This is an optimization exercise on Yosys and OpenROAD, whose aim is small area, a short achievable clock period and few clock cycles, not a production implementation. RTL that was checked went through simulation tests only; none was proved equivalent to the original. No functional check of the RTL was part of run 1. Power is estimated from default activity; no workload was simulated.

$ cat design/flow/flow/run.sh
#!/bin/bash
set -euo pipefail
bash standard.sh SETUP_SLACK_MARGIN=15 finish > standard.log 2>&1
$ cat design/flow/standard.sh
#!/bin/bash
# synth_recipe.tcl (not shown) runs the flow's synth.tcl, then flattens the netlist and writes it again
# the make line also repeats each setting of config.mk as NAME=value (left out here)
make -C /OpenROAD-flow-scripts/flow DESIGN_CONFIG=/design/flow/config.mk WORK_HOME=/design/flow/orfs CLKGATE_MAP_FILE= SYNTH_SCRIPT=/design/flow/synth_recipe.tcl "${@:-finish}"
$ cat design/flow/config.mk
export PLATFORM = sky130hd
export DESIGN_NAME = levinson_top
export DESIGN_NICKNAME = levinson_top
export VERILOG_FILES = /design/flow/design.v
export SDC_FILE = /design/flow/constraint.sdc
export NUM_CORES = 8
export LEC_CHECK = 0
export ABC_AREA = 1
export CAP_MARGIN = 20
export CORE_MARGIN = 2
export CORE_UTILIZATION = 40
export CTS_CLUSTER_DIAMETER = 100
export CTS_CLUSTER_SIZE = 16
export PLACE_DENSITY = 0.6
export SLEW_MARGIN = 20
$ cat design/flow/constraint.sdc
create_clock -name core_clock -period 20.0 [get_ports {clock}]
set_input_delay 4.0000 -clock core_clock [delete_from_list [all_inputs] [get_ports {clock}]]
set_output_delay 4.0000 -clock core_clock [all_outputs]
set_load 0.01 [all_outputs]
$ cat design/flow/design.v
module bmul16(a, b, s, c);
	input [15:0] a, b;
	output [31:0] s, c;
	wire one0 = b[0] ^ 1'b0;
	wire two0 = (b[1] & ~b[0] & ~1'b0) | (~b[1] & b[0] & 1'b0);
	wire neg0 = b[1];
	wire pp0_0 = ((one0 & a[0]) | (two0 & 1'b0)) ^ neg0;
	wire pp0_1 = ((one0 & a[1]) | (two0 & a[0])) ^ neg0;
	wire pp0_2 = ((one0 & a[2]) | (two0 & a[1])) ^ neg0;
	wire pp0_3 = ((one0 & a[3]) | (two0 & a[2])) ^ neg0;
	wire pp0_4 = ((one0 & a[4]) | (two0 & a[3])) ^ neg0;
	wire pp0_5 = ((one0 & a[5]) | (two0 & a[4])) ^ neg0;
	wire pp0_6 = ((one0 & a[6]) | (two0 & a[5])) ^ neg0;
	wire pp0_7 = ((one0 & a[7]) | (two0 & a[6])) ^ neg0;
	wire pp0_8 = ((one0 & a[8]) | (two0 & a[7])) ^ neg0;
	wire pp0_9 = ((one0 & a[9]) | (two0 & a[8])) ^ neg0;
	wire pp0_10 = ((one0 & a[10]) | (two0 & a[9])) ^ neg0;
	wire pp0_11 = ((one0 & a[11]) | (two0 & a[10])) ^ neg0;
	wire pp0_12 = ((one0 & a[12]) | (two0 & a[11])) ^ neg0;
	wire pp0_13 = ((one0 & a[13]) | (two0 & a[12])) ^ neg0;
	wire pp0_14 = ((one0 & a[14]) | (two0 & a[13])) ^ neg0;
	wire pp0_15 = ((one0 & a[15]) | (two0 & a[14])) ^ neg0;
	wire pp0_16 = ((one0 & a[15]) | (two0 & a[15])) ^ neg0;
	wire ne0 = ~pp0_16;
	wire one1 = b[2] ^ b[1];
	wire two1 = (b[3] & ~b[2] & ~b[1]) | (~b[3] & b[2] & b[1]);
	wire neg1 = b[3];
	wire pp1_0 = ((one1 & a[0]) | (two1 & 1'b0)) ^ neg1;
	wire pp1_1 = ((one1 & a[1]) | (two1 & a[0])) ^ neg1;
	wire pp1_2 = ((one1 & a[2]) | (two1 & a[1])) ^ neg1;
	wire pp1_3 = ((one1 & a[3]) | (two1 & a[2])) ^ neg1;
	wire pp1_4 = ((one1 & a[4]) | (two1 & a[3])) ^ neg1;
	wire pp1_5 = ((one1 & a[5]) | (two1 & a[4])) ^ neg1;
	wire pp1_6 = ((one1 & a[6]) | (two1 & a[5])) ^ neg1;
	wire pp1_7 = ((one1 & a[7]) | (two1 & a[6])) ^ neg1;
	wire pp1_8 = ((one1 & a[8]) | (two1 & a[7])) ^ neg1;
	wire pp1_9 = ((one1 & a[9]) | (two1 & a[8])) ^ neg1;
	wire pp1_10 = ((one1 & a[10]) | (two1 & a[9])) ^ neg1;
	wire pp1_11 = ((one1 & a[11]) | (two1 & a[10])) ^ neg1;
	wire pp1_12 = ((one1 & a[12]) | (two1 & a[11])) ^ neg1;
	wire pp1_13 = ((one1 & a[13]) | (two1 & a[12])) ^ neg1;
	wire pp1_14 = ((one1 & a[14]) | (two1 & a[13])) ^ neg1;
	wire pp1_15 = ((one1 & a[15]) | (two1 & a[14])) ^ neg1;
	wire pp1_16 = ((one1 & a[15]) | (two1 & a[15])) ^ neg1;
	wire ne1 = ~pp1_16;
	wire one2 = b[4] ^ b[3];
	wire two2 = (b[5] & ~b[4] & ~b[3]) | (~b[5] & b[4] & b[3]);
	wire neg2 = b[5];
	wire pp2_0 = ((one2 & a[0]) | (two2 & 1'b0)) ^ neg2;
	wire pp2_1 = ((one2 & a[1]) | (two2 & a[0])) ^ neg2;
	wire pp2_2 = ((one2 & a[2]) | (two2 & a[1])) ^ neg2;
	wire pp2_3 = ((one2 & a[3]) | (two2 & a[2])) ^ neg2;
	wire pp2_4 = ((one2 & a[4]) | (two2 & a[3])) ^ neg2;
	wire pp2_5 = ((one2 & a[5]) | (two2 & a[4])) ^ neg2;
	wire pp2_6 = ((one2 & a[6]) | (two2 & a[5])) ^ neg2;
	wire pp2_7 = ((one2 & a[7]) | (two2 & a[6])) ^ neg2;
	wire pp2_8 = ((one2 & a[8]) | (two2 & a[7])) ^ neg2;
	wire pp2_9 = ((one2 & a[9]) | (two2 & a[8])) ^ neg2;
	wire pp2_10 = ((one2 & a[10]) | (two2 & a[9])) ^ neg2;
	wire pp2_11 = ((one2 & a[11]) | (two2 & a[10])) ^ neg2;
	wire pp2_12 = ((one2 & a[12]) | (two2 & a[11])) ^ neg2;
	wire pp2_13 = ((one2 & a[13]) | (two2 & a[12])) ^ neg2;
	wire pp2_14 = ((one2 & a[14]) | (two2 & a[13])) ^ neg2;
	wire pp2_15 = ((one2 & a[15]) | (two2 & a[14])) ^ neg2;
	wire pp2_16 = ((one2 & a[15]) | (two2 & a[15])) ^ neg2;
	wire ne2 = ~pp2_16;
	wire one3 = b[6] ^ b[5];
	wire two3 = (b[7] & ~b[6] & ~b[5]) | (~b[7] & b[6] & b[5]);
	wire neg3 = b[7];
	wire pp3_0 = ((one3 & a[0]) | (two3 & 1'b0)) ^ neg3;
	wire pp3_1 = ((one3 & a[1]) | (two3 & a[0])) ^ neg3;
	wire pp3_2 = ((one3 & a[2]) | (two3 & a[1])) ^ neg3;
	wire pp3_3 = ((one3 & a[3]) | (two3 & a[2])) ^ neg3;
	wire pp3_4 = ((one3 & a[4]) | (two3 & a[3])) ^ neg3;
	wire pp3_5 = ((one3 & a[5]) | (two3 & a[4])) ^ neg3;
	wire pp3_6 = ((one3 & a[6]) | (two3 & a[5])) ^ neg3;
	wire pp3_7 = ((one3 & a[7]) | (two3 & a[6])) ^ neg3;
	wire pp3_8 = ((one3 & a[8]) | (two3 & a[7])) ^ neg3;
	wire pp3_9 = ((one3 & a[9]) | (two3 & a[8])) ^ neg3;
	wire pp3_10 = ((one3 & a[10]) | (two3 & a[9])) ^ neg3;
	wire pp3_11 = ((one3 & a[11]) | (two3 & a[10])) ^ neg3;
	wire pp3_12 = ((one3 & a[12]) | (two3 & a[11])) ^ neg3;
	wire pp3_13 = ((one3 & a[13]) | (two3 & a[12])) ^ neg3;
	wire pp3_14 = ((one3 & a[14]) | (two3 & a[13])) ^ neg3;
	wire pp3_15 = ((one3 & a[15]) | (two3 & a[14])) ^ neg3;
	wire pp3_16 = ((one3 & a[15]) | (two3 & a[15])) ^ neg3;
	wire ne3 = ~pp3_16;
	wire one4 = b[8] ^ b[7];
	wire two4 = (b[9] & ~b[8] & ~b[7]) | (~b[9] & b[8] & b[7]);
	wire neg4 = b[9];
	wire pp4_0 = ((one4 & a[0]) | (two4 & 1'b0)) ^ neg4;
	wire pp4_1 = ((one4 & a[1]) | (two4 & a[0])) ^ neg4;
	wire pp4_2 = ((one4 & a[2]) | (two4 & a[1])) ^ neg4;
	wire pp4_3 = ((one4 & a[3]) | (two4 & a[2])) ^ neg4;
	wire pp4_4 = ((one4 & a[4]) | (two4 & a[3])) ^ neg4;
	wire pp4_5 = ((one4 & a[5]) | (two4 & a[4])) ^ neg4;
	wire pp4_6 = ((one4 & a[6]) | (two4 & a[5])) ^ neg4;
	wire pp4_7 = ((one4 & a[7]) | (two4 & a[6])) ^ neg4;
	wire pp4_8 = ((one4 & a[8]) | (two4 & a[7])) ^ neg4;
	wire pp4_9 = ((one4 & a[9]) | (two4 & a[8])) ^ neg4;
	wire pp4_10 = ((one4 & a[10]) | (two4 & a[9])) ^ neg4;
	wire pp4_11 = ((one4 & a[11]) | (two4 & a[10])) ^ neg4;
	wire pp4_12 = ((one4 & a[12]) | (two4 & a[11])) ^ neg4;
	wire pp4_13 = ((one4 & a[13]) | (two4 & a[12])) ^ neg4;
	wire pp4_14 = ((one4 & a[14]) | (two4 & a[13])) ^ neg4;
	wire pp4_15 = ((one4 & a[15]) | (two4 & a[14])) ^ neg4;
	wire pp4_16 = ((one4 & a[15]) | (two4 & a[15])) ^ neg4;
	wire ne4 = ~pp4_16;
	wire one5 = b[10] ^ b[9];
	wire two5 = (b[11] & ~b[10] & ~b[9]) | (~b[11] & b[10] & b[9]);
	wire neg5 = b[11];
	wire pp5_0 = ((one5 & a[0]) | (two5 & 1'b0)) ^ neg5;
	wire pp5_1 = ((one5 & a[1]) | (two5 & a[0])) ^ neg5;
	wire pp5_2 = ((one5 & a[2]) | (two5 & a[1])) ^ neg5;
	wire pp5_3 = ((one5 & a[3]) | (two5 & a[2])) ^ neg5;
	wire pp5_4 = ((one5 & a[4]) | (two5 & a[3])) ^ neg5;
	wire pp5_5 = ((one5 & a[5]) | (two5 & a[4])) ^ neg5;
	wire pp5_6 = ((one5 & a[6]) | (two5 & a[5])) ^ neg5;
	wire pp5_7 = ((one5 & a[7]) | (two5 & a[6])) ^ neg5;
	wire pp5_8 = ((one5 & a[8]) | (two5 & a[7])) ^ neg5;
	wire pp5_9 = ((one5 & a[9]) | (two5 & a[8])) ^ neg5;
	wire pp5_10 = ((one5 & a[10]) | (two5 & a[9])) ^ neg5;
	wire pp5_11 = ((one5 & a[11]) | (two5 & a[10])) ^ neg5;
	wire pp5_12 = ((one5 & a[12]) | (two5 & a[11])) ^ neg5;
	wire pp5_13 = ((one5 & a[13]) | (two5 & a[12])) ^ neg5;
	wire pp5_14 = ((one5 & a[14]) | (two5 & a[13])) ^ neg5;
	wire pp5_15 = ((one5 & a[15]) | (two5 & a[14])) ^ neg5;
	wire pp5_16 = ((one5 & a[15]) | (two5 & a[15])) ^ neg5;
	wire ne5 = ~pp5_16;
	wire one6 = b[12] ^ b[11];
	wire two6 = (b[13] & ~b[12] & ~b[11]) | (~b[13] & b[12] & b[11]);
	wire neg6 = b[13];
	wire pp6_0 = ((one6 & a[0]) | (two6 & 1'b0)) ^ neg6;
	wire pp6_1 = ((one6 & a[1]) | (two6 & a[0])) ^ neg6;
	wire pp6_2 = ((one6 & a[2]) | (two6 & a[1])) ^ neg6;
	wire pp6_3 = ((one6 & a[3]) | (two6 & a[2])) ^ neg6;
	wire pp6_4 = ((one6 & a[4]) | (two6 & a[3])) ^ neg6;
	wire pp6_5 = ((one6 & a[5]) | (two6 & a[4])) ^ neg6;
	wire pp6_6 = ((one6 & a[6]) | (two6 & a[5])) ^ neg6;
	wire pp6_7 = ((one6 & a[7]) | (two6 & a[6])) ^ neg6;
	wire pp6_8 = ((one6 & a[8]) | (two6 & a[7])) ^ neg6;
	wire pp6_9 = ((one6 & a[9]) | (two6 & a[8])) ^ neg6;
	wire pp6_10 = ((one6 & a[10]) | (two6 & a[9])) ^ neg6;
	wire pp6_11 = ((one6 & a[11]) | (two6 & a[10])) ^ neg6;
	wire pp6_12 = ((one6 & a[12]) | (two6 & a[11])) ^ neg6;
	wire pp6_13 = ((one6 & a[13]) | (two6 & a[12])) ^ neg6;
	wire pp6_14 = ((one6 & a[14]) | (two6 & a[13])) ^ neg6;
	wire pp6_15 = ((one6 & a[15]) | (two6 & a[14])) ^ neg6;
	wire pp6_16 = ((one6 & a[15]) | (two6 & a[15])) ^ neg6;
	wire ne6 = ~pp6_16;
	wire one7 = b[14] ^ b[13];
	wire two7 = (b[15] & ~b[14] & ~b[13]) | (~b[15] & b[14] & b[13]);
	wire neg7 = b[15];
	wire pp7_0 = ((one7 & a[0]) | (two7 & 1'b0)) ^ neg7;
	wire pp7_1 = ((one7 & a[1]) | (two7 & a[0])) ^ neg7;
	wire pp7_2 = ((one7 & a[2]) | (two7 & a[1])) ^ neg7;
	wire pp7_3 = ((one7 & a[3]) | (two7 & a[2])) ^ neg7;
	wire pp7_4 = ((one7 & a[4]) | (two7 & a[3])) ^ neg7;
	wire pp7_5 = ((one7 & a[5]) | (two7 & a[4])) ^ neg7;
	wire pp7_6 = ((one7 & a[6]) | (two7 & a[5])) ^ neg7;
	wire pp7_7 = ((one7 & a[7]) | (two7 & a[6])) ^ neg7;
	wire pp7_8 = ((one7 & a[8]) | (two7 & a[7])) ^ neg7;
	wire pp7_9 = ((one7 & a[9]) | (two7 & a[8])) ^ neg7;
	wire pp7_10 = ((one7 & a[10]) | (two7 & a[9])) ^ neg7;
	wire pp7_11 = ((one7 & a[11]) | (two7 & a[10])) ^ neg7;
	wire pp7_12 = ((one7 & a[12]) | (two7 & a[11])) ^ neg7;
	wire pp7_13 = ((one7 & a[13]) | (two7 & a[12])) ^ neg7;
	wire pp7_14 = ((one7 & a[14]) | (two7 & a[13])) ^ neg7;
	wire pp7_15 = ((one7 & a[15]) | (two7 & a[14])) ^ neg7;
	wire pp7_16 = ((one7 & a[15]) | (two7 & a[15])) ^ neg7;
	wire ne7 = ~pp7_16;
	wire s1 = pp0_10 ^ pp1_8;
	wire c2 = pp0_10 & pp1_8;
	wire s3 = pp0_11 ^ pp1_9;
	wire c4 = pp0_11 & pp1_9;
	wire s5 = pp0_12 ^ pp1_10 ^ pp2_8;
	wire c6 = (pp0_12 & pp1_10) | (pp0_12 & pp2_8) | (pp1_10 & pp2_8);
	wire s7 = pp3_6 ^ pp4_4;
	wire c8 = pp3_6 & pp4_4;
	wire s9 = pp0_13 ^ pp1_11 ^ pp2_9;
	wire c10 = (pp0_13 & pp1_11) | (pp0_13 & pp2_9) | (pp1_11 & pp2_9);
	wire s11 = pp3_7 ^ pp4_5;
	wire c12 = pp3_7 & pp4_5;
	wire s13 = pp0_14 ^ pp1_12 ^ pp2_10;
	wire c14 = (pp0_14 & pp1_12) | (pp0_14 & pp2_10) | (pp1_12 & pp2_10);
	wire s15 = pp3_8 ^ pp4_6 ^ pp5_4;
	wire c16 = (pp3_8 & pp4_6) | (pp3_8 & pp5_4) | (pp4_6 & pp5_4);
	wire s17 = pp6_2 ^ pp7_0;
	wire c18 = pp6_2 & pp7_0;
	wire s19 = pp0_15 ^ pp1_13 ^ pp2_11;
	wire c20 = (pp0_15 & pp1_13) | (pp0_15 & pp2_11) | (pp1_13 & pp2_11);
	wire s21 = pp3_9 ^ pp4_7 ^ pp5_5;
	wire c22 = (pp3_9 & pp4_7) | (pp3_9 & pp5_5) | (pp4_7 & pp5_5);
	wire s23 = pp6_3 ^ pp7_1;
	wire c24 = pp6_3 & pp7_1;
	wire s25 = ne0 ^ pp1_14 ^ pp2_12;
	wire c26 = (ne0 & pp1_14) | (ne0 & pp2_12) | (pp1_14 & pp2_12);
	wire s27 = pp3_10 ^ pp4_8 ^ pp5_6;
	wire c28 = (pp3_10 & pp4_8) | (pp3_10 & pp5_6) | (pp4_8 & pp5_6);
	wire s29 = pp6_4 ^ pp7_2 ^ 1'b1;
	wire c30 = (pp6_4 & pp7_2) | (pp6_4 & 1'b1) | (pp7_2 & 1'b1);
	wire s31 = pp1_15 ^ pp2_13 ^ pp3_11;
	wire c32 = (pp1_15 & pp2_13) | (pp1_15 & pp3_11) | (pp2_13 & pp3_11);
	wire s33 = pp4_9 ^ pp5_7 ^ pp6_5;
	wire c34 = (pp4_9 & pp5_7) | (pp4_9 & pp6_5) | (pp5_7 & pp6_5);
	wire s35 = pp7_3 ^ 1'b1;
	wire c36 = pp7_3 & 1'b1;
	wire s37 = ne1 ^ pp2_14 ^ pp3_12;
	wire c38 = (ne1 & pp2_14) | (ne1 & pp3_12) | (pp2_14 & pp3_12);
	wire s39 = pp4_10 ^ pp5_8 ^ pp6_6;
	wire c40 = (pp4_10 & pp5_8) | (pp4_10 & pp6_6) | (pp5_8 & pp6_6);
	wire s41 = pp2_15 ^ pp3_13 ^ pp4_11;
	wire c42 = (pp2_15 & pp3_13) | (pp2_15 & pp4_11) | (pp3_13 & pp4_11);
	wire s43 = pp5_9 ^ pp6_7;
	wire c44 = pp5_9 & pp6_7;
	wire s45 = ne2 ^ pp3_14 ^ pp4_12;
	wire c46 = (ne2 & pp3_14) | (ne2 & pp4_12) | (pp3_14 & pp4_12);
	wire s47 = pp3_15 ^ pp4_13;
	wire c48 = pp3_15 & pp4_13;
	wire s49 = pp0_6 ^ pp1_4;
	wire c50 = pp0_6 & pp1_4;
	wire s51 = pp0_7 ^ pp1_5;
	wire c52 = pp0_7 & pp1_5;
	wire s53 = pp0_8 ^ pp1_6 ^ pp2_4;
	wire c54 = (pp0_8 & pp1_6) | (pp0_8 & pp2_4) | (pp1_6 & pp2_4);
	wire s55 = pp3_2 ^ pp4_0;
	wire c56 = pp3_2 & pp4_0;
	wire s57 = pp0_9 ^ pp1_7 ^ pp2_5;
	wire c58 = (pp0_9 & pp1_7) | (pp0_9 & pp2_5) | (pp1_7 & pp2_5);
	wire s59 = pp3_3 ^ pp4_1;
	wire c60 = pp3_3 & pp4_1;
	wire s61 = s1 ^ pp2_6 ^ pp3_4;
	wire c62 = (s1 & pp2_6) | (s1 & pp3_4) | (pp2_6 & pp3_4);
	wire s63 = pp4_2 ^ pp5_0 ^ neg5;
	wire c64 = (pp4_2 & pp5_0) | (pp4_2 & neg5) | (pp5_0 & neg5);
	wire s65 = c2 ^ s3 ^ pp2_7;
	wire c66 = (c2 & s3) | (c2 & pp2_7) | (s3 & pp2_7);
	wire s67 = pp3_5 ^ pp4_3 ^ pp5_1;
	wire c68 = (pp3_5 & pp4_3) | (pp3_5 & pp5_1) | (pp4_3 & pp5_1);
	wire s69 = c4 ^ s5 ^ s7;
	wire c70 = (c4 & s5) | (c4 & s7) | (s5 & s7);
	wire s71 = pp5_2 ^ pp6_0 ^ neg6;
	wire c72 = (pp5_2 & pp6_0) | (pp5_2 & neg6) | (pp6_0 & neg6);
	wire s73 = c6 ^ c8 ^ s9;
	wire c74 = (c6 & c8) | (c6 & s9) | (c8 & s9);
	wire s75 = s11 ^ pp5_3 ^ pp6_1;
	wire c76 = (s11 & pp5_3) | (s11 & pp6_1) | (pp5_3 & pp6_1);
	wire s77 = c10 ^ c12 ^ s13;
	wire c78 = (c10 & c12) | (c10 & s13) | (c12 & s13);
	wire s79 = s15 ^ s17 ^ neg7;
	wire c80 = (s15 & s17) | (s15 & neg7) | (s17 & neg7);
	wire s81 = c14 ^ c16 ^ c18;
	wire c82 = (c14 & c16) | (c14 & c18) | (c16 & c18);
	wire s83 = s19 ^ s21 ^ s23;
	wire c84 = (s19 & s21) | (s19 & s23) | (s21 & s23);
	wire s85 = c20 ^ c22 ^ c24;
	wire c86 = (c20 & c22) | (c20 & c24) | (c22 & c24);
	wire s87 = s25 ^ s27 ^ s29;
	wire c88 = (s25 & s27) | (s25 & s29) | (s27 & s29);
	wire s89 = c26 ^ c28 ^ c30;
	wire c90 = (c26 & c28) | (c26 & c30) | (c28 & c30);
	wire s91 = s31 ^ s33 ^ s35;
	wire c92 = (s31 & s33) | (s31 & s35) | (s33 & s35);
	wire s93 = c32 ^ c34 ^ c36;
	wire c94 = (c32 & c34) | (c32 & c36) | (c34 & c36);
	wire s95 = s37 ^ s39 ^ pp7_4;
	wire c96 = (s37 & s39) | (s37 & pp7_4) | (s39 & pp7_4);
	wire s97 = c38 ^ c40 ^ s41;
	wire c98 = (c38 & c40) | (c38 & s41) | (c40 & s41);
	wire s99 = s43 ^ pp7_5 ^ 1'b1;
	wire c100 = (s43 & pp7_5) | (s43 & 1'b1) | (pp7_5 & 1'b1);
	wire s101 = c42 ^ c44 ^ s45;
	wire c102 = (c42 & c44) | (c42 & s45) | (c44 & s45);
	wire s103 = pp5_10 ^ pp6_8 ^ pp7_6;
	wire c104 = (pp5_10 & pp6_8) | (pp5_10 & pp7_6) | (pp6_8 & pp7_6);
	wire s105 = c46 ^ s47 ^ pp5_11;
	wire c106 = (c46 & s47) | (c46 & pp5_11) | (s47 & pp5_11);
	wire s107 = pp6_9 ^ pp7_7 ^ 1'b1;
	wire c108 = (pp6_9 & pp7_7) | (pp6_9 & 1'b1) | (pp7_7 & 1'b1);
	wire s109 = c48 ^ ne3 ^ pp4_14;
	wire c110 = (c48 & ne3) | (c48 & pp4_14) | (ne3 & pp4_14);
	wire s111 = pp5_12 ^ pp6_10 ^ pp7_8;
	wire c112 = (pp5_12 & pp6_10) | (pp5_12 & pp7_8) | (pp6_10 & pp7_8);
	wire s113 = pp4_15 ^ pp5_13 ^ pp6_11;
	wire c114 = (pp4_15 & pp5_13) | (pp4_15 & pp6_11) | (pp5_13 & pp6_11);
	wire s115 = pp7_9 ^ 1'b1;
	wire c116 = pp7_9 & 1'b1;
	wire s117 = ne4 ^ pp5_14 ^ pp6_12;
	wire c118 = (ne4 & pp5_14) | (ne4 & pp6_12) | (pp5_14 & pp6_12);
	wire s119 = pp5_15 ^ pp6_13;
	wire c120 = pp5_15 & pp6_13;
	wire s121 = pp0_4 ^ pp1_2;
	wire c122 = pp0_4 & pp1_2;
	wire s123 = pp0_5 ^ pp1_3;
	wire c124 = pp0_5 & pp1_3;
	wire s125 = s49 ^ pp2_2 ^ pp3_0;
	wire c126 = (s49 & pp2_2) | (s49 & pp3_0) | (pp2_2 & pp3_0);
	wire s127 = c50 ^ s51 ^ pp2_3;
	wire c128 = (c50 & s51) | (c50 & pp2_3) | (s51 & pp2_3);
	wire s129 = c52 ^ s53 ^ s55;
	wire c130 = (c52 & s53) | (c52 & s55) | (s53 & s55);
	wire s131 = c54 ^ c56 ^ s57;
	wire c132 = (c54 & c56) | (c54 & s57) | (c56 & s57);
	wire s133 = c58 ^ c60 ^ s61;
	wire c134 = (c58 & c60) | (c58 & s61) | (c60 & s61);
	wire s135 = c62 ^ c64 ^ s65;
	wire c136 = (c62 & c64) | (c62 & s65) | (c64 & s65);
	wire s137 = c66 ^ c68 ^ s69;
	wire c138 = (c66 & c68) | (c66 & s69) | (c68 & s69);
	wire s139 = c70 ^ c72 ^ s73;
	wire c140 = (c70 & c72) | (c70 & s73) | (c72 & s73);
	wire s141 = c74 ^ c76 ^ s77;
	wire c142 = (c74 & c76) | (c74 & s77) | (c76 & s77);
	wire s143 = c78 ^ c80 ^ s81;
	wire c144 = (c78 & c80) | (c78 & s81) | (c80 & s81);
	wire s145 = c82 ^ c84 ^ s85;
	wire c146 = (c82 & c84) | (c82 & s85) | (c84 & s85);
	wire s147 = c86 ^ c88 ^ s89;
	wire c148 = (c86 & c88) | (c86 & s89) | (c88 & s89);
	wire s149 = c90 ^ c92 ^ s93;
	wire c150 = (c90 & c92) | (c90 & s93) | (c92 & s93);
	wire s151 = c94 ^ c96 ^ s97;
	wire c152 = (c94 & c96) | (c94 & s97) | (c96 & s97);
	wire s153 = c98 ^ c100 ^ s101;
	wire c154 = (c98 & c100) | (c98 & s101) | (c100 & s101);
	wire s155 = c102 ^ c104 ^ s105;
	wire c156 = (c102 & c104) | (c102 & s105) | (c104 & s105);
	wire s157 = c106 ^ c108 ^ s109;
	wire c158 = (c106 & c108) | (c106 & s109) | (c108 & s109);
	wire s159 = c110 ^ c112 ^ s113;
	wire c160 = (c110 & c112) | (c110 & s113) | (c112 & s113);
	wire s161 = c114 ^ c116 ^ s117;
	wire c162 = (c114 & c116) | (c114 & s117) | (c116 & s117);
	wire s163 = c118 ^ s119 ^ pp7_11;
	wire c164 = (c118 & s119) | (c118 & pp7_11) | (s119 & pp7_11);
	wire s165 = c120 ^ ne5 ^ pp6_14;
	wire c166 = (c120 & ne5) | (c120 & pp6_14) | (ne5 & pp6_14);
	wire s167 = pp6_15 ^ pp7_13;
	wire c168 = pp6_15 & pp7_13;
	wire s169 = pp0_2 ^ pp1_0;
	wire c170 = pp0_2 & pp1_0;
	wire s171 = pp0_3 ^ pp1_1;
	wire c172 = pp0_3 & pp1_1;
	wire s173 = s121 ^ pp2_0 ^ neg2;
	wire c174 = (s121 & pp2_0) | (s121 & neg2) | (pp2_0 & neg2);
	wire s175 = c122 ^ s123 ^ pp2_1;
	wire c176 = (c122 & s123) | (c122 & pp2_1) | (s123 & pp2_1);
	wire s177 = c124 ^ s125 ^ neg3;
	wire c178 = (c124 & s125) | (c124 & neg3) | (s125 & neg3);
	wire s179 = c126 ^ s127 ^ pp3_1;
	wire c180 = (c126 & s127) | (c126 & pp3_1) | (s127 & pp3_1);
	wire s181 = c128 ^ s129 ^ neg4;
	wire c182 = (c128 & s129) | (c128 & neg4) | (s129 & neg4);
	wire s183 = c130 ^ s131 ^ s59;
	wire c184 = (c130 & s131) | (c130 & s59) | (s131 & s59);
	wire s185 = c132 ^ s133 ^ s63;
	wire c186 = (c132 & s133) | (c132 & s63) | (s133 & s63);
	wire s187 = c134 ^ s135 ^ s67;
	wire c188 = (c134 & s135) | (c134 & s67) | (s135 & s67);
	wire s189 = c136 ^ s137 ^ s71;
	wire c190 = (c136 & s137) | (c136 & s71) | (s137 & s71);
	wire s191 = c138 ^ s139 ^ s75;
	wire c192 = (c138 & s139) | (c138 & s75) | (s139 & s75);
	wire s193 = c140 ^ s141 ^ s79;
	wire c194 = (c140 & s141) | (c140 & s79) | (s141 & s79);
	wire s195 = c142 ^ s143 ^ s83;
	wire c196 = (c142 & s143) | (c142 & s83) | (s143 & s83);
	wire s197 = c144 ^ s145 ^ s87;
	wire c198 = (c144 & s145) | (c144 & s87) | (s145 & s87);
	wire s199 = c146 ^ s147 ^ s91;
	wire c200 = (c146 & s147) | (c146 & s91) | (s147 & s91);
	wire s201 = c148 ^ s149 ^ s95;
	wire c202 = (c148 & s149) | (c148 & s95) | (s149 & s95);
	wire s203 = c150 ^ s151 ^ s99;
	wire c204 = (c150 & s151) | (c150 & s99) | (s151 & s99);
	wire s205 = c152 ^ s153 ^ s103;
	wire c206 = (c152 & s153) | (c152 & s103) | (s153 & s103);
	wire s207 = c154 ^ s155 ^ s107;
	wire c208 = (c154 & s155) | (c154 & s107) | (s155 & s107);
	wire s209 = c156 ^ s157 ^ s111;
	wire c210 = (c156 & s157) | (c156 & s111) | (s157 & s111);
	wire s211 = c158 ^ s159 ^ s115;
	wire c212 = (c158 & s159) | (c158 & s115) | (s159 & s115);
	wire s213 = c160 ^ s161 ^ pp7_10;
	wire c214 = (c160 & s161) | (c160 & pp7_10) | (s161 & pp7_10);
	wire s215 = c162 ^ s163 ^ 1'b1;
	wire c216 = (c162 & s163) | (c162 & 1'b1) | (s163 & 1'b1);
	wire s217 = c164 ^ s165 ^ pp7_12;
	wire c218 = (c164 & s165) | (c164 & pp7_12) | (s165 & pp7_12);
	wire s219 = c166 ^ s167 ^ 1'b1;
	wire c220 = (c166 & s167) | (c166 & 1'b1) | (s167 & 1'b1);
	wire s221 = c168 ^ ne6 ^ pp7_14;
	wire c222 = (c168 & ne6) | (c168 & pp7_14) | (ne6 & pp7_14);
	wire s223 = pp7_15 ^ 1'b1;
	wire c224 = pp7_15 & 1'b1;
	assign s = {1'b1, c224, c222, c220, c218, c216, c214, c212, c210, c208, c206, c204, c202, c200, c198, c196, c194, c192, c190, c188, c186, c184, c182, c180, c178, c176, c174, c172, c170, s169, pp0_1, pp0_0};
	assign c = {1'b0, ne7, s223, s221, s219, s217, s215, s213, s211, s209, s207, s205, s203, s201, s199, s197, s195, s193, s191, s189, s187, s185, s183, s181, s179, s177, s175, s173, s171, neg1, 1'b0, neg0};
endmodule
`timescale 1ns / 1ps
module levinson_top(clock, reset, start, done,
	scratch_mem_read_addr, scratch_mem_in,
	scratch_mem_write_addr, scratch_mem_out, scratch_mem_write_en);
	input clock, reset, start;
	output done;
	output [11:0] scratch_mem_read_addr;
	input [31:0] scratch_mem_in;
	output [11:0] scratch_mem_write_addr;
	output [31:0] scratch_mem_out;
	output scratch_mem_write_en;
	localparam [31:0] MAX32 = 32'h7fff_ffff;
	localparam [31:0] MIN32 = 32'h8000_0000;
	localparam [2:0] T_NONE = 3'd0, T_KK = 3'd1, T_AL = 3'd2, T_I1 = 3'd3,
	                 T_I2 = 3'd4, T_FI = 3'd5, T_U = 3'd6, T_S = 3'd7;
	localparam [2:0] C_NONE = 3'd0, C_AL = 3'd2, C_I1 = 3'd3, C_I2 = 3'd4,
	                 C_FI = 3'd5, C_NXT = 3'd6;
	localparam [1:0] M_IDLE = 2'd0, M_RUN = 2'd1, M_RST = 2'd2;
	function [31:0] sadd;    
		input [31:0] a, b;
		reg [31:0] s;
		begin
			s = a + b;
			if (a[31] == b[31] && s[31] != a[31])
				sadd = a[31] ? MIN32 : MAX32;
			else
				sadd = s;
		end
	endfunction
	function [31:0] fmt;     
		input [31:0] x;
		fmt = {x[31:16], 1'b0, x[15:1]};
	endfunction
	function [31:0] comp;    
		input [31:0] x;
		comp = {x[31:16], x[14:0], 1'b0};
	endfunction
	function [4:0] nrm;      
		input [31:0] x;
		reg [31:0] v;
		reg [15:0] a1;  reg [15:0] c1;         
		reg [7:0] a2;   reg [15:0] c2;         
		reg [3:0] a3;   reg [11:0] c3;         
		reg [1:0] a4;   reg [7:0] c4;          
		integer i;
		begin
			v = {x[31:1] ^ x[30:0], 1'b1};
			for (i = 0; i < 16; i = i + 1) begin
				a1[i] = v[2*i+1] | v[2*i];
				c1[i] = ~v[2*i+1];
			end
			for (i = 0; i < 8; i = i + 1) begin
				a2[i] = a1[2*i+1] | a1[2*i];
				c2[2*i +: 2] = a1[2*i+1] ? {1'b0, c1[2*i+1]} : {1'b1, c1[2*i]};
			end
			for (i = 0; i < 4; i = i + 1) begin
				a3[i] = a2[2*i+1] | a2[2*i];
				c3[3*i +: 3] = a2[2*i+1] ? {1'b0, c2[4*i+2 +: 2]} : {1'b1, c2[4*i +: 2]};
			end
			for (i = 0; i < 2; i = i + 1) begin
				a4[i] = a3[2*i+1] | a3[2*i];
				c4[4*i +: 4] = a3[2*i+1] ? {1'b0, c3[6*i+3 +: 3]} : {1'b1, c3[6*i +: 3]};
			end
			nrm = a4[1] ? {1'b0, c4[7:4]} : {1'b1, c4[3:0]};
			if (x == 32'd0) nrm = 5'd0;
		end
	endfunction
	function [4:0] shl4s;    
		input [31:0] x;
		begin
			if (x[31] != x[30]) shl4s = 5'b00001;
			else if (x[31] != x[29]) shl4s = 5'b00010;
			else if (x[31] != x[28]) shl4s = 5'b00100;
			else if (x[31] != x[27]) shl4s = 5'b01000;
			else shl4s = 5'b10000;
		end
	endfunction
	function [11:0] bufa;    
		input b;
		input [3:0] idx;
		bufa = {4'h1, b ? 4'h5 : 4'h3, idx};
	endfunction
	reg [1:0] mode;
	reg p0, p1, p2;
	reg ma_lo, mb_lo, t_lm, a_ld, sh_k, ng_s;
	reg [4:0] amtk;           
	reg t0pos;                
	reg pro;                  
	reg [3:0] it;             
	reg lit;                  
	reg [2:0] jat, jbt, jct;
	reg [3:0] jak, jbk, jck, jrk;
	reg ja_l, jb_l, jc_l;     
	reg r_u, r_s, r_s0, r_sl, r_al, r_i2, r_fi;
	reg [2:0] ch;             
	reg [2:0] chw;            
	reg [3:0] nu, ns;         
	reg [3:0] ul, sl;         
	reg [3:0] du;             
	reg sfirst;
	reg uf1, uf2, uf3, sf1, sf2;
	reg young;                
	reg f1, f2, f3, f4;       
	reg t1, t2;               
	reg unst;
	reg [3:0] dcnt;           
	reg [15:0] rem;
	reg [5:0] ec;             
	wire [5:0] ecn = ec + 6'd1;
	reg e6, e7, e10, e13, e16, e39, ew1, ew2;
	reg [3:0] rcn;            
	reg [3:0] wm;
	reg [4:0] s4;
	reg sa_acc, sa_sum, sa_sh4, sb_ad, sb_acc, sb_mi;
	reg [31:0] X, Y, H, AD, acc, sum, K, alp, inv, MI;
	reg [31:0] ms, mc, T;
	reg [4:0] ex;
	reg [11:0] ra, wa;
	reg [31:0] wd;
	reg we, done_r;
	assign scratch_mem_read_addr = ra;
	assign scratch_mem_write_addr = wa;
	assign scratch_mem_out = wd;
	assign scratch_mem_write_en = we;
	assign done = done_r;
	wire [15:0] ma = ma_lo ? X[15:0] : X[31:16];
	wire [15:0] mb = mb_lo ? Y[15:0] : Y[31:16];
	wire [31:0] mps, mpc;
	bmul16 i_mul(.a(ma), .b(mb), .s(mps), .c(mpc));
	wire [31:0] P = ms + mc;
	wire p_big = (P == 32'h4000_0000);
	wire p_small = (P[31:3] == 29'd0) && (P[2:0] != 3'd0);
	wire [15:0] mq = p_small ? P[15:0] : (p_big ? 16'h7fff : P[30:15]);
	wire [31:0] t_next = t_lm ? (p_big ? MAX32 : {P[30:0], 1'b0}) : {{15{mq[15]}}, mq, 1'b0};
	wire [31:0] acc_next = a_ld ? T : sadd(acc, T);
	wire [4:0] lz = nrm(acc);
	wire [4:0] lzk = nrm(K);
	wire [31:0] sh_out = (sh_k ? K : acc) << (sh_k ? amtk : lz);
	wire [31:0] shl2_acc = (acc[31] != acc[30]) ? acc :
	                       ((acc[31] != acc[29]) ? {acc[30:0], 1'b0} : {acc[29:0], 2'b0});
	wire [31:0] ng_in = ng_s ? sum : (r_fi ? shl2_acc : acc);
	wire [31:0] ng_out = (ng_in == MIN32) ? MAX32 : (~ng_in + 32'd1);
	wire [31:0] sh4 = ({32{s4[0]}} & sum) | ({32{s4[1]}} & {sum[30:0], 1'b0}) |
	                  ({32{s4[2]}} & {sum[29:0], 2'b0}) | ({32{s4[3]}} & {sum[28:0], 3'b0}) |
	                  ({32{s4[4]}} & {sum[27:0], 4'b0});
	wire [31:0] oa = ({32{sa_acc}} & acc) | ({32{sa_sum}} & sum) | ({32{sa_sh4}} & sh4);
	wire [31:0] ob = ({32{sb_ad}} & comp(AD)) | ({32{sb_acc}} & acc) | ({32{sb_mi}} & comp(MI));
	wire [31:0] o_raw = oa + ob;
	wire o_ovf = (oa[31] == ob[31]) && (o_raw[31] != oa[31]);
	wire [31:0] o_sum = o_ovf ? (oa[31] ? MIN32 : MAX32) : o_raw;
	wire [16:0] rnd_y = (sum[31] == sum[30]) ? sum[30:14] : sum[31:15];    
	wire [15:0] rnd_hi = (rnd_y[16:1] == 16'h7fff && rnd_y[0]) ? 16'h7fff : rnd_y[16:1] + {15'd0, rnd_y[0]};
	wire [31:0] kk_post = {1'b0, ~(acc[31] ? ng_out[30:0] : acc[30:0])};    
	wire [31:0] i1_post = (acc == MIN32) ? 32'hffff_ffff :
	                      (acc[31] ? MAX32 : {1'b0, ~acc[30:0]});           
	wire u_avail = (ul != 4'd0);
	wire s_avail = (sl != 4'd0);
	wire [1:0] recent = {1'b0, uf1} + {1'b0, uf2} + {1'b0, uf3};
	wire s_ready = s_avail && (sfirst ? !young : (du >= {2'b0, recent}));
	wire fin_ok = !s_avail && !sf1 && !sf2;
	reg [2:0] dt;
	reg [3:0] dk;
	always @(*) begin
		dt = T_NONE;
		dk = 4'd0;
		if (ch == C_NXT) begin
			if (chw == 3'd0)
				dt = (it == 4'd9) ? T_U : T_KK;
		end else if (ch != C_NONE && chw == 3'd0 && (ch != C_FI || fin_ok)) begin
			dt = ch;
		end else if (u_avail && du < 4'd3) begin
			dt = T_U; dk = nu;
		end else if (s_ready) begin
			dt = T_S; dk = ns;
		end else if (u_avail) begin
			dt = T_U; dk = nu;
		end
	end
	wire signed [15:0] kh = K[31:16];
	wire k_unst = (kh > 16'sd32750) || (kh < -16'sd32750);
	wire [15:0] den = alp[31:16];
	wire [16:0] s1t = {rem, 1'b0} - {1'b0, den};
	wire [15:0] s1r = s1t[16] ? {rem[14:0], 1'b0} : s1t[15:0];
	wire [16:0] s2t = {s1r, 1'b0} - {1'b0, den};
	wire [15:0] s2r = s2t[16] ? {s1r[14:0], 1'b0} : s2t[15:0];
	wire [3:0] um = it - 4'd1 - jck;    
	wire [3:0] rm = it - 4'd1 - jrk;    
	wire run = (mode == M_RUN);
	wire rst_m = (mode == M_RST);
	wire w_u = run & p2 & r_u & ~lit;                    
	wire w_f3 = run & p2 & f3;                           
	wire w_f4 = run & p0 & f4;                           
	wire w_lw = run & lit & ((p1 & ew1) | (p2 & ew2));   
	wire w_mi = (run & p0 & lit & (e10 | e13)) | (rst_m & rcn >= 4'd3);
	wire w_4k = (run & p0 & lit & e16) | (rst_m & rcn == 4'd0);
	always @(posedge clock)
		wd <= ({32{w_u}} & fmt(o_sum)) | ({32{w_f3}} & fmt({{4{K[31]}}, K[31:4]})) |
		      ({32{w_f4}} & {{16{K[31]}}, K[31:16]}) | ({32{w_lw}} & {{16{inv[15]}}, inv[15:0]}) |
		      ({32{w_mi}} & MI) | {19'd0, w_4k, 12'd0};
	wire s_os = run & ((p2 & r_s) | (p0 & t1) | (p2 & r_u & lit));
	wire s_ab = run & p1 & t2;
	wire s_10 = run & p2 & lit & e6;
	wire s_0 = run & p1 & pro;
	always @(posedge clock)
		if (s_os | s_ab | s_10 | s_0)
			sum <= ({32{s_os}} & o_sum) | ({32{s_ab}} & fmt(sum[31] ? ng_out : sum)) |
			       ({32{s_10}} & {{4{K[31]}}, K[31:5], 1'b0});
	wire k_fi = run & p2 & r_fi;
	wire k_f2 = run & p1 & f2;
	always @(posedge clock)
		if (k_fi | k_f2)
			K <= ({32{k_fi}} & (t0pos ? ng_out : shl2_acc)) | ({32{k_f2}} & sh_out);
	wire ld = run & p2;
	wire x_k = (jbt == T_KK) | (jbt == T_U);
	wire x_a = (jbt == T_AL) | (jbt == T_I1);
	wire x_i = (jbt == T_I2);
	wire x_s = (jbt == T_FI);
	wire x_h = (jbt == T_S);
	wire y_k = (jbt == T_KK);
	wire y_kk = (jbt == T_AL);
	wire y_i = (jbt == T_I1) | (jbt == T_I2) | ((jbt == T_FI) & ~r_i2);
	wire y_a = (jbt == T_FI) & r_i2;
	wire y_m = (jbt == T_U) | (jbt == T_S);
	always @(posedge clock)
		if (ld & (jbt != T_NONE)) begin
			X <= ({32{x_k}} & fmt(K)) | ({32{x_a}} & alp) | ({32{x_i}} & fmt(i1_post)) |
			     ({32{x_s}} & sum) | ({32{x_h}} & H);
			Y <= ({32{y_k}} & fmt(K)) | ({32{y_kk}} & fmt(kk_post)) | ({32{y_i}} & inv) |
			     ({32{y_a}} & fmt(acc)) | ({32{y_m}} & MI);
		end
	always @(posedge clock) begin
		ms <= mps;
		mc <= mpc;
		T <= t_next;
		acc <= acc_next;
		MI <= scratch_mem_in;
		AD <= MI;                 
		we <= 1'b0;
		done_r <= 1'b0;
		wa <= bufa(it[0], rm);
		ra <= bufa(~it[0], um);
		rem <= (dcnt == 4'd8) ? s1r : s2r;
		if (dcnt != 4'd0) begin
			dcnt <= dcnt - 4'd1;
			if (dcnt == 4'd8) begin
				inv <= {15'd0, ~s1t[16], 16'd0};
			end else begin
				inv[31:16] <= {inv[29:16], ~s1t[16], ~s2t[16]};
			end
		end
		case (mode)
		M_IDLE: begin
			ra <= start ? 12'd273 : 12'd272;    
			mode <= start ? M_RUN : M_IDLE;
			pro <= start;
			p0 <= 1'b0; p1 <= 1'b1; p2 <= 1'b0;
			ma_lo <= 1'b0; mb_lo <= 1'b1; t_lm <= 1'b1; a_ld <= 1'b0;
			sh_k <= 1'b1; ng_s <= 1'b1;
			it <= 4'd0;
			lit <= 1'b0;
			ch <= C_I1;
			chw <= 3'd1;
			nu <= 4'd0; ns <= 4'd0; ul <= 4'd0; sl <= 4'd0; du <= 4'd0;
			sfirst <= 1'b1;
			uf1 <= 1'b0; uf2 <= 1'b0; uf3 <= 1'b0; sf1 <= 1'b0; sf2 <= 1'b0;
			young <= 1'b0;
			jat <= T_NONE; jbt <= T_NONE; jct <= T_NONE;
			r_u <= 1'b0; r_s <= 1'b0; r_s0 <= 1'b0; r_sl <= 1'b0;
			r_al <= 1'b0; r_i2 <= 1'b0; r_fi <= 1'b0;
			f1 <= 1'b0; f2 <= 1'b0; f3 <= 1'b0; f4 <= 1'b0;
			t1 <= 1'b0; t2 <= 1'b0;
			ec <= 6'd0;
			e6 <= 1'b0; e7 <= 1'b0; e10 <= 1'b0; e13 <= 1'b0; e16 <= 1'b0; e39 <= 1'b0;
			ew1 <= 1'b0; ew2 <= 1'b0;
			sa_acc <= 1'b0; sa_sum <= 1'b0; sa_sh4 <= 1'b0;
			sb_ad <= 1'b0; sb_acc <= 1'b0; sb_mi <= 1'b0;
		end
		M_RST: begin
			rcn <= rcn + 4'd1;
			if (rcn < 4'd10) ra <= 12'd321 + {8'd0, rcn};
			else ra <= 12'd358 + {8'd0, rcn};      
			if (rcn == 4'd0) begin
				we <= 1'b1; wa <= 12'd784;
			end else if (rcn >= 4'd3 && rcn <= 4'd12) begin
				we <= 1'b1; wa <= 12'd782 + {8'd0, rcn};
			end else if (rcn >= 4'd13) begin
				we <= 1'b1; wa <= 12'd339 + {8'd0, rcn};
			end
			if (rcn == 4'd14) done_r <= 1'b1;
			if (rcn == 4'd15) begin
				mode <= M_IDLE;
				ra <= 12'd272;
			end
		end
		default: begin    
			p0 <= p2; p1 <= p0; p2 <= p1;
			ma_lo <= ~(p0 | p2); a_ld <= p1 & ~p0;
			mb_lo <= ~(p1 | p2); t_lm <= p0 & ~p2; sh_k <= p0 & ~p1;
			ng_s <= p0 | (p1 & p2);
			if (lit) ec <= ecn;
			e6 <= lit && ecn == 6'd6;
			e7 <= lit && ecn == 6'd7;
			e10 <= lit && ecn == 6'd10;
			e13 <= lit && ecn == 6'd13;
			e16 <= lit && ecn == 6'd16;
			e39 <= lit && ecn == 6'd39;
			ew1 <= lit && (ecn == 6'd8 || (ecn >= 6'd14 && ecn <= 6'd38));
			ew2 <= lit && (ecn == 6'd9 || (ecn >= 6'd15 && ecn <= 6'd39));
			sa_acc <= p1 & r_u;
			sa_sum <= p1 & r_s & ~r_s0;
			sb_ad <= p1 & r_u;
			sb_acc <= p1 & r_s;
			sa_sh4 <= p2 & ~lit;
			sb_mi <= p2 & ~lit;
			if (p0) begin
				if (jat == T_S) ra <= 12'd273 + {8'd0, jak};
				if (r_sl) ra <= 12'd273 + {8'd0, it};
				if (jbt == T_S) H <= MI;
				if (f1) begin
					amtk <= (ex < lzk) ? ex : lzk;
					f1 <= 1'b0;
					f2 <= 1'b1;
				end
				if (t1) begin
					t1 <= 1'b0;
					t2 <= 1'b1;
				end
				if (f4) begin
					we <= 1'b1;
					wa <= 12'd351 + {8'd0, it};
					f4 <= 1'b0;
					if (unst) begin
						mode <= M_RST;
						rcn <= 4'd0;
						dcnt <= 4'd0;
					end
				end
				if (lit) begin
					inv[15:0] <= rnd_hi;     
					if (e7) ra <= 12'd352;
					if (e10) ra <= 12'd353;
					if (e10 || e13) begin
						we <= 1'b1;
						wa <= e10 ? 12'd368 : 12'd369;
					end
					if (e16) begin
						we <= 1'b1;
						wa <= 12'd784;
					end
				end
			end
			if (p1) begin
				if (jct == T_U) ra <= bufa(~it[0], um);
				if (t2) begin
					t0pos <= !sum[31] && (sum != 32'd0);
					t2 <= 1'b0;
				end
				if (f2) begin
					f2 <= 1'b0;
					f3 <= 1'b1;
				end
				if (lit && ew1) begin
					we <= 1'b1;
					wa <= {4'h3, 4'h1, wm};       
				end
				if (pro) begin
					s4 <= 5'b00001;
					t1 <= 1'b1;
				end
			end
			if (p2) begin
				if (jat == T_U) ra <= bufa(~it[0], jak + 4'd1);
				else if (jat == T_S) ra <= bufa(it[0], it - jak);
				if (r_u) begin
					if (lit) begin
						wm <= 4'd9 - jrk;
					end else begin
						we <= 1'b1;
						wa <= bufa(it[0], rm);
					end
				end
				if (r_s) begin
					s4 <= o_ovf ? 5'b00001 : shl4s(o_raw);
					if (r_sl) t1 <= 1'b1;
				end
				if (r_al) begin
					alp <= fmt(sh_out);
					ex <= ({1'b0, ex} + {1'b0, lz} > 6'd31) ? 5'd31 : ex + lz;
					dcnt <= 4'd8;
					rem <= 16'h3fff;
				end
				if (r_i2) inv <= fmt(acc);
				if (r_fi) begin
					f1 <= 1'b1;
				end
				if (f3) begin
					we <= 1'b1;
					wa <= bufa(it[0], it);
					unst <= (it >= 4'd2) && k_unst;
					f3 <= 1'b0;
					f4 <= 1'b1;
				end
				if (pro) begin
					pro <= 1'b0;
					alp <= MI;           
					ex <= 5'd0;
					dcnt <= 4'd8;
					rem <= 16'h3fff;
				end
				if (lit) begin
					if (e6) begin
						wm <= 4'd10;
					end
					if (ew2) begin
						we <= 1'b1;
						wa <= {4'h1, 4'h4, wm};       
					end
					if (e39) done_r <= 1'b1;
				end
				jrk <= jck;
				r_u <= (jct == T_U);
				r_s <= (jct == T_S);
				r_s0 <= (jct == T_S) && (jck == 4'd0);
				r_sl <= (jct == T_S) && jc_l;
				r_al <= (jct == T_AL);
				r_i2 <= (jct == T_I2);
				r_fi <= (jct == T_FI);
				jct <= jbt; jck <= jbk; jc_l <= jb_l;
				jbt <= jat; jbk <= jak; jb_l <= ja_l;
				jat <= dt; jak <= dk; ja_l <= (dt == T_S) && (sl == 4'd1);
				uf3 <= uf2; uf2 <= uf1; uf1 <= (dt == T_U);
				sf2 <= sf1; sf1 <= (dt == T_S);
				young <= 1'b0;
				if (ch == C_NXT) begin
					if (chw == 3'd0) begin
						it <= it + 4'd1;
						ns <= 4'd0;
						sfirst <= 1'b1;
						young <= 1'b1;
						if (it == 4'd9) begin
							lit <= 1'b1;
							nu <= 4'd1;
							ul <= 4'd8;
							sl <= 4'd0;
							du <= 4'd1;
							ch <= C_NONE;
							ec <= 6'd1;
						end else begin
							nu <= 4'd0;
							ul <= it;
							sl <= it + 4'd1;
							du <= 4'd0;
							ch <= C_AL;
							chw <= 3'd1;
						end
					end else
						chw <= chw - 3'd1;
				end else if (dt == ch && ch != C_NONE) begin
					case (ch)
					C_AL: begin ch <= C_I1; chw <= 3'd4; end
					C_I1: begin ch <= C_I2; chw <= 3'd1; end
					C_I2: begin ch <= C_FI; chw <= 3'd1; end
					default: begin ch <= C_NXT; chw <= 3'd2; end
					endcase
				end else begin
					if (chw != 3'd0) chw <= chw - 3'd1;
					if (dt == T_U) begin
						nu <= nu + 4'd1;
						ul <= ul - 4'd1;
						du <= du + 4'd1;
					end
					if (dt == T_S) begin
						ns <= ns + 4'd1;
						sl <= sl - 4'd1;
						du <= du - 4'd1;
						sfirst <= 1'b0;
					end
				end
				if (lit && e39) begin
					mode <= M_IDLE;
					ra <= 12'd272;
				end
			end
		end
		endcase
		if (reset) begin
			mode <= M_IDLE;
			ra <= 12'd272;
			we <= 1'b0;
			done_r <= 1'b0;
		end
	end
endmodule
==> flow_summary_export.csv, run 1 <==
group,metric,value,unit
place,dp_hpwl,187,mm
routing,wire_per_inst,29.5,um
clocking,cts_tree,"done",
global_routing,overflow,0,
finish,drive_gt1_share,7.76,%
place,routabilityCongestion,1.07,
timing,finalSetupViolations,0,
place,dp_worst_setup_slack,13.37,ns
timing,fin_crit_sh,26.1,%
timing,worstMarginPinSlew,1.21,ns
synth,synth_cell_types,81,
clocking,cts-buffers-inserted,48,
timing,rsz0062_at_grt,"true",
clocking,ctsRootBufferMaster,"clkbuf_16",
floorplan,die_x,351,um
setup_path,worstPathMaxFanout,1,
routing,drtPass1Iterations,8,
routing,drc_errors,0,
setup_path,path_class,"register to output pin",
clocking,cts.sinks,615,
setup_path,required,16.00,ns
setup_path,end_kind,"output pin",
synth,ys_async_sr_fraction,0,%
synth,synth_area_leaders,"edfxtp_1 (20%), dfxtp_1 (12%), nand2_1 (12%)",
setup_path,slowest_delay,0.41,ns
synth,yosysTopAreaCell,"edfxtp_1",
setup_path,arrival,1.23,ns
finish,fillers,12400,
hold_path,hold_path_class,"register to register",
finish,nets,6943,
synth,synth-seq-cells,615,
finish,syn2layout_area_growth,10.3,%
floorplan,core.rowCount,127,
status,status,"timing/DRC/antenna clean",
global_routing,grt_first_pass_wirelength,338,mm
timing,setup_tns,0,ns
routing,routed_via_density,6.09,
routing,vias,50100,
job,maxCapViolCount,0,
synth,ys.flop_type,"edfxtp_1",
synth,synth_common_cells,"nand2_1 (1509), inv_1 (651), nor2_1 (547)",
setup_path,critPathSlowestCell,"dfxtp_4",
floorplan,core_area,120000,um2
setup_path,cp-start-kind,"register",
synth,synth_top_cell_area_share,20.3,%
synth,avgSynthCellArea,7.34,um2
synth,synth_edf_count,325,
global_routing,grt_max_degree,66,
synth,yosysMostFrequentCell,"nand2_1",
routing,drt-total-wl,243,mm
timing,drv_slew,0,
synth,ys_seq_area_share,32.3,%
floorplan,die_h,351,um
global_routing,grt_pass1_vias,45800,
synth,yosys_warnings,1,
global_routing,antenna_found_initial,15,
timing,setup_slack,14.77,ns
timing,fmax,0.191,GHz
setup_path,cp_num_buf_inv,1,
pwr,leakage,23.1,nW
synth,synth_cells,6554,
timing,hold_viol,0,
timing,min_period,5.23,ns
clocking,clk_path_buf_depth,3,
pwr,powerDensity,155,nW/um2
synth,syn_area,48100,um2
place,io_buffer_count,83,
floorplan,dieArea,123000,um2
clocking,postCtsHoldBufs,0,
timing,finClkSkew,0.0410,ns
global_routing,grt_util_all_layers,38.3,%
floorplan,initial_core_util,40.2,%
routing,drtIter0Drc,6530,
pwr,peakVddDrop,0.138,mV
setup_path,path_cells,"buf_6",
floorplan,ios,93,
routing,ant_nets,0,
clocking,insertion_delay,0.70,ns
clocking,clk_pin_slew_worst_paths,0.09,ns
timing,slew_headroom,19.5,%
clocking,cts_max_level,2,
setup_path,cp_top_family,"flip-flops",
## layout by cell type, fill, tap and decap left out, types with 40 or more instances in the layout
master     netlist  routed
nand4_1         65      65
edfxtp_1       325     325
inv_2           41      41
dfxtp_1        290     252
a31oi_1         45      43
nor2_1         547     537
nor3_1          43      42
nand2_1       1509    1502
buf_4           18     140
xnor2_1         67      67
a21oi_1        374     371
ha_1           253     251
o22ai_1        219     219
o21ai_0        442     419
o21ai_1         47      57
nand3_1        432     422
inv_1          651     643
xor2_1         216     216
o221ai_1        64      64
a221oi_1        46      44
clkbuf_16        0      49
o211ai_1       124     124
buf_6            9      40
fa_1            93      92
## cells by family (layout without fill, tap and decap cells)
family          after synthesis  after routing  share of synthesized area [%]
flops                       615            615                           32.3
buf+inv                    1012           1047                           8.32
other cells                   2             21                         0.0156
simple gates               2722           2725                           23.8
xor+xnor                    284            284                           5.18
compound gates             1565           1566                           19.8
fa+ha+maj                   346            346                           10.4
mux                           8              8                          0.166
## metrics by stage
| stage | hold WS, ns | area (um2) | std cells | total power, mW | utilization [%] |
|---|---|---|---|---|---|
| after global routing | 0.384 | 53100 | 8214 | 8.80 | 44.4 |
| final | 0.383 | 53100 | 8224 | 8.23 | 44.4 |
| after floorplan | 0.347 | 48200 | 6561 | 5.26 | - |
| after CTS | 0.379 | 52600 | 8194 | 8.02 | 44.0 |
| after detailed placement | 0.369 | 50700 | 8084 | 6.93 | 42.4 |
| after global placement | 0.362 | 50700 | 8084 | 6.90 | 42.4 |
## report_power, final
part           switching [mW]  internal [mW]  leakage, nW
logic                    3.68           1.70         16.9
registers               0.187           1.64         5.57
clock network           0.545          0.480        0.715
total                    4.41           3.82         23.1
## worst paths after layout
check / startpoint / endpoint / slack [ns] / cells after the start
setup / recovery: wd[12] / scratch_mem_out[12] / 14.77 / 1
setup reg to reg: acc[1] / alp[10] / 14.92 / 14
hold reg to reg: MI[2] / AD[2] / 0.38 / 0
hold / removal: MI[2] / AD[2] / 0.38 / 0
## state kept, by name (all words and copies together) (netlist names), 5 cells and up
signal and flops:
H 32, wa 8, K 32, inv 32, AD 31, mc 30, ec 6, ex 5
MI 32, rem 16, Y 32, T 32, X 32, s4 5, ms 31, acc 32
sum 32, wd 32, alp 32, ra 7, amtk 5
## area by class of cell
| cell class | count | area, um2 | share of cell area [%] |
|---|---|---|---|
| multi-input cells | 4938 | 29000 | 54.7 |
| clock inverters | 13 | 160 | 0.302 |
| inverters | 718 | 2730 | 5.15 |
| diodes | 12 | 30.0 | 0.0566 |
| clock buffers | 75 | 1320 | 2.49 |
| repair buffers | 238 | 2140 | 4.02 |
| repair inverters | 3 | 23.8 | 0.0448 |
| flip-flops and latches | 615 | 15700 | 29.5 |
| well taps | 1612 | 2020 | 3.80 |
## metal layers
metal | wire length [um] | GRT usage (%) | vias to the layer above
met5 | 298 | 0.589 | -
met4 | 13300 | 17.5 | 12
met3 | 32300 | 15.3 | 537
met2 | 97400 | 54.0 | 2967
met1 | 99300 | 50.8 | 24100
li1 | - | - | 22500
## timing repair
item                                    in CTS  in global routing
resized for setup                          340                 75
gates cloned                                 6                  2
endpoints found under the setup margin     229                225
setup buffers                               16                 13
pin swaps                                    4                  9
hold endpoints to repair                     0                  0
==> inputs of run 2 (changes only) <==
--- a/design/flow/design.v
+++ b/design/flow/design.v
@@ -536,8 +536,12 @@
 	wire [31:0] sh_out = (sh_k ? K : acc) << (sh_k ? amtk : lz);
 	wire [31:0] shl2_acc = (acc[31] != acc[30]) ? acc :
 	                       ((acc[31] != acc[29]) ? {acc[30:0], 1'b0} : {acc[29:0], 2'b0});
-	wire [31:0] ng_in = ng_s ? sum : (r_fi ? shl2_acc : acc);
-	wire [31:0] ng_out = (ng_in == MIN32) ? MAX32 : (~ng_in + 32'd1);
+	wire [31:0] ng_in = ng_s ? sum : acc;
+	wire [31:0] ng_raw = ~ng_in + 32'd1;
+	wire [31:0] ng_out = (ng_in == MIN32) ? MAX32 : ng_raw;
+	wire [1:0] s2 = (acc[31] != acc[30]) ? 2'd0 : ((acc[31] != acc[29]) ? 2'd1 : 2'd2);
+	wire [31:0] neg_shl2 = (shl2_acc == MIN32) ? MAX32 :
+	                       ((s2 == 2'd0) ? ng_raw : ((s2 == 2'd1) ? {ng_raw[30:0], 1'b0} : {ng_raw[29:0], 2'b0}));
 	wire [31:0] sh4 = ({32{s4[0]}} & sum) | ({32{s4[1]}} & {sum[30:0], 1'b0}) |
 	                  ({32{s4[2]}} & {sum[29:0], 2'b0}) | ({32{s4[3]}} & {sum[28:0], 3'b0}) |
 	                  ({32{s4[4]}} & {sum[27:0], 4'b0});
@@ -607,7 +611,7 @@
 	wire k_f2 = run & p1 & f2;
 	always @(posedge clock)
 		if (k_fi | k_f2)
-			K <= ({32{k_fi}} & (t0pos ? ng_out : shl2_acc)) | ({32{k_f2}} & sh_out);
+			K <= ({32{k_fi}} & (t0pos ? neg_shl2 : shl2_acc)) | ({32{k_f2}} & sh_out);
 	wire ld = run & p2;
 	wire x_k = (jbt == T_KK) | (jbt == T_U);
 	wire x_a = (jbt == T_AL) | (jbt == T_I1);
==> design/flow/flow/run.sh (replaced) <==
#!/bin/bash
set -euo pipefail
bash standard.sh SETUP_SLACK_MARGIN=14.8 finish > standard.log 2>&1
==> run 2 against run 1 <==
Effect of this change:
- largest cell class unchanged
- maximum frequency fell by 0.17%
- critical path type is now register to register
- highest routed layer unchanged
- register-to-register slack got worse by 0.16 ns
- sequential share of layout area rose by 0.092 points
- design area fell by 0.73%
- flip-flop and latch count did not move
- cell count barely moved
- global-route usage rose by 2.4 points
- still clean on timing, DRC and antenna
- first-iteration DRC count rose by 0.61%
- largest power group unchanged
==> flow_summary_export.csv, run 2 <==
group,metric,value,unit
synth,ys.flop_type,"edfxtp_1",
routing,drtPass1Iterations,6,
clocking,postCtsHoldBufs,0,
timing,slew_headroom,11.6,%
hold_path,hold_path_class,"register to register",
timing,setup_tns,0,ns
clocking,insertion_delay,0.70,ns
pwr,peakVddDrop,0.0960,mV
global_routing,grt_pass1_vias,46600,
timing,hold_viol,0,
routing,vias,50400,
global_routing,grt_first_pass_wirelength,355,mm
finish,fillers,12400,
finish,layout_common_cells,"nand2_1 (1490), inv_1 (691), nor2_1 (537)",
setup_path,slowest_delay,0.82,ns
routing,wire_per_inst,31.1,um
global_routing,grt_max_degree,71,
finish,nets,6950,
clocking,ctsRootBufferMaster,"clkbuf_16",
clocking,cts_tree,"done",
synth,yosysTopAreaCell,"edfxtp_1",
setup_path,worstPathMaxFanout,35,
routing,routed_via_density,6.13,
routing,drc_errors,0,
synth,synth_top_cell_area_share,20.3,%
floorplan,core.rowCount,127,
finish,final_common_cell,"nand2_1",
timing,finClkSkew,0.0408,ns
finish,fin_area,52700,um2
floorplan,initial_core_util,40.2,%
timing,fmax,0.191,GHz
synth,yosysMostFrequentCell,"nand2_1",
synth,syn_area,48100,um2
synth,synth_edf_count,325,
place,dpl-instance-area,50900,um2
synth,avgSynthCellArea,7.34,um2
timing,hold_slack,0.378,ns
pwr,powerDensity,157,nW/um2
synth,ys_seq_area_share,32.4,%
setup_path,arrival,5.78,ns
setup_path,reg2reg_depth,17,
finish,multi_input_area,28700,um2
floorplan,die_x,351,um
floorplan,die_h,351,um
setup_path,path_class,"register to register",
synth,synth-seq-cells,615,
place,routabilityCongestion,1.09,
finish,drive_gt1_share,6.80,%
timing,fin_crit_sh,26.2,%
setup_path,end_kind,"register",
place,placed_cells,8100,
finish,syn2layout_area_growth,9.63,%
floorplan,core_area,120000,um2
finish,fin_util,44.1,%
timing,worstMarginPinSlew,1.33,ns
timing,drv_slew,0,
synth,ys_async_sr_fraction,0,%
clocking,clk_pin_slew_worst_paths,0.09,ns
finish,regArea,15600,um2
hold_path,hold_depth,0,
routing,drtIter0Drc,6570,
status,status,"timing/DRC/antenna clean",
setup_path,path_cells,"inv_1 > ha_1 > inv_1 > nand3_1 > nor2_1 > nand2_1 > nor2_4 > nand3_2 > nand3_4 > nand2_8 > nor2_1 > nand2_1 > nand3_1 > nand3_1 > nand2_1 > nand3_1 > nand2_1",
pwr,leakage,23.2,nW
global_routing,grt_util_all_layers,40.7,%
setup_path,timing.rr.start,"acc[21]",
synth,synth_cells,6549,
hold_path,min-delay-start,"MI[3]",
synth,synth_cell_types,76,
floorplan,dieArea,123000,um2
clocking,cts-buffers-inserted,48,
routing,ant_nets,0,
routing,drt-total-wl,256,mm
clocking,clk_path_buf_depth,3,
setup_path,cp-start-kind,"register",
global_routing,overflow,0,
hold_path,worstHoldEndpoint,"AD[3]",
timing,finalSetupViolations,0,
place,dp_hpwl,199,mm
place,io_buffer_count,83,
setup_path,rr_endpoint,"K[22]",
floorplan,ios,93,
synth,synth_common_cells,"nand2_1 (1494), inv_1 (702), nor2_1 (545)",
clocking,cts.sinks,615,
setup_path,worst-r2r-setup-slack,14.76,ns
setup_path,required,20.55,ns
timing,rsz0062_at_grt,"true",
setup_path,critPathSlowestCell,"dfxtp_1",
timing,min_period,5.24,ns
synth,yosys_warnings,1,
global_routing,antenna_found_initial,19,
finish,stdcell_count,8231,
clocking,cts_max_level,2,
synth,synth_area_leaders,"edfxtp_1 (20%), dfxtp_1 (12%), nand2_1 (12%)",
job,maxCapViolCount,0,
run 2: layer usage:
metal | part of all wire, % | GRT usage, % | vias up | routed length [um]
li1 | - | - | 22500 | -
met1 | 38 | 50.6 | 24200 | 98400
met2 | 43 | 61.3 | 3003 | 109000
met3 | 9.5 | 8.59 | 716 | 24300
met4 | 9.5 | 32.0 | 6 | 24300
met5 | 0.018 | 0 | - | 47
run 2: layout make-up:
type / instances / share of cell area, %
Multi-Input combinational cell: 4899 / 54.4
Timing Repair inverter: 1 / 0.0142
Tap cell: 1612 / 3.83
Clock inverter: 13 / 0.342
Timing Repair Buffer: 258 / 3.84
Antenna cell: 14 / 0.0665
Inverter: 746 / 5.41
Clock buffer: 73 / 2.50
Sequential cell: 615 / 29.6
run 2: worst max-delay path: cells and delay by family, from the launching register on:
family                   cells  cell delay [ns]
buffers and inverters        2             0.49
AND/OR/NAND/NOR             14             3.37
flip-flops                   1             0.82
adder cells (fa/ha/maj)      1             0.38
run 2: logic make-up after synthesis:
logic type / share of synthesized area, %
other: 0.0156
AND/OR/NAND/NOR: 23.7
multiplexers: 0.229
adder cells (fa/ha/maj): 10.5
AO/OA/AOI/OAI: 19.3
XOR/XNOR: 5.37
buffers and inverters: 8.54
flip-flops: 32.4
run 2: repair_timing:
action	in CTS	in global routing
resized for setup	253	39
endpoints found under the setup margin	139	93
pin swaps	3	6
gates cloned	1	1
setup buffers	11	16
run 2: metrics by stage:
stage	worst slack, ns	power, mW
2_1_floorplan	15.55	5.30
3_3_place_gp	12.53	7.05
3_5_place_dp	12.70	7.07
4_1_cts	14.79	8.10
5_1_grt	14.73	8.83
6_report	14.76	8.29
run 2: power by group:
part	internal [mW]	total, mW	switching (mW)	leakage (nW)
logic	1.69	5.47	3.79	17.0
clock network	0.479	1.02	0.540	0.722
registers	1.63	1.80	0.168	5.56
run 2: worst max-delay path by stage:
stage            start      end  slack [ns]
2_1_floorplan    sb_ad   sum[7]       15.55
3_3_place_gp     s4[1]  sum[21]       12.53
3_5_place_dp     s4[1]  sum[21]       12.70
4_1_cts          sb_ad  sum[21]       14.79
5_1_grt        sum[21]  sum[23]       14.73
6_report       acc[21]    K[22]       14.76
Testbench counts of run 2, summed over its fixed seeds: cycles 1,370,400.

[port drivers added, routing unchanged]
Ports are ideal in the flow. The routed layouts listed here were re-timed in OpenROAD. Step 1 assumes that a clkbuf_16 drives the clock port and a buf_2 every other input. Step 2 also shifts input and output timing later by t, the mid clock arrival at the registers, as if the neighbouring blocks saw the same clock. Three values: no drivers, after step 1, after step 2; two values: the first two.
run | shift t [ns] | setup WS [ns] | hold WS [ns] | latest minus earliest clock arrival (ns) | slew at the worst register clock pin (ns)
run 1 | 0.765 | 14.773 / 14.688 / 14.829 | 0.383 / 0.383 / 0.383 | 0.042 / 0.042 | 0.10 / 0.10
run 2 | 0.762 | 14.764 / 14.727 / 14.718 | 0.378 / 0.378 / 0.378 | 0.041 / 0.041 | 0.09 / 0.09
After both steps setup and hold are still met in every run listed. For run 2, which loses most, drivers alone change the setup slack by -0.037 ns; drivers and shift together by -0.046 ns.
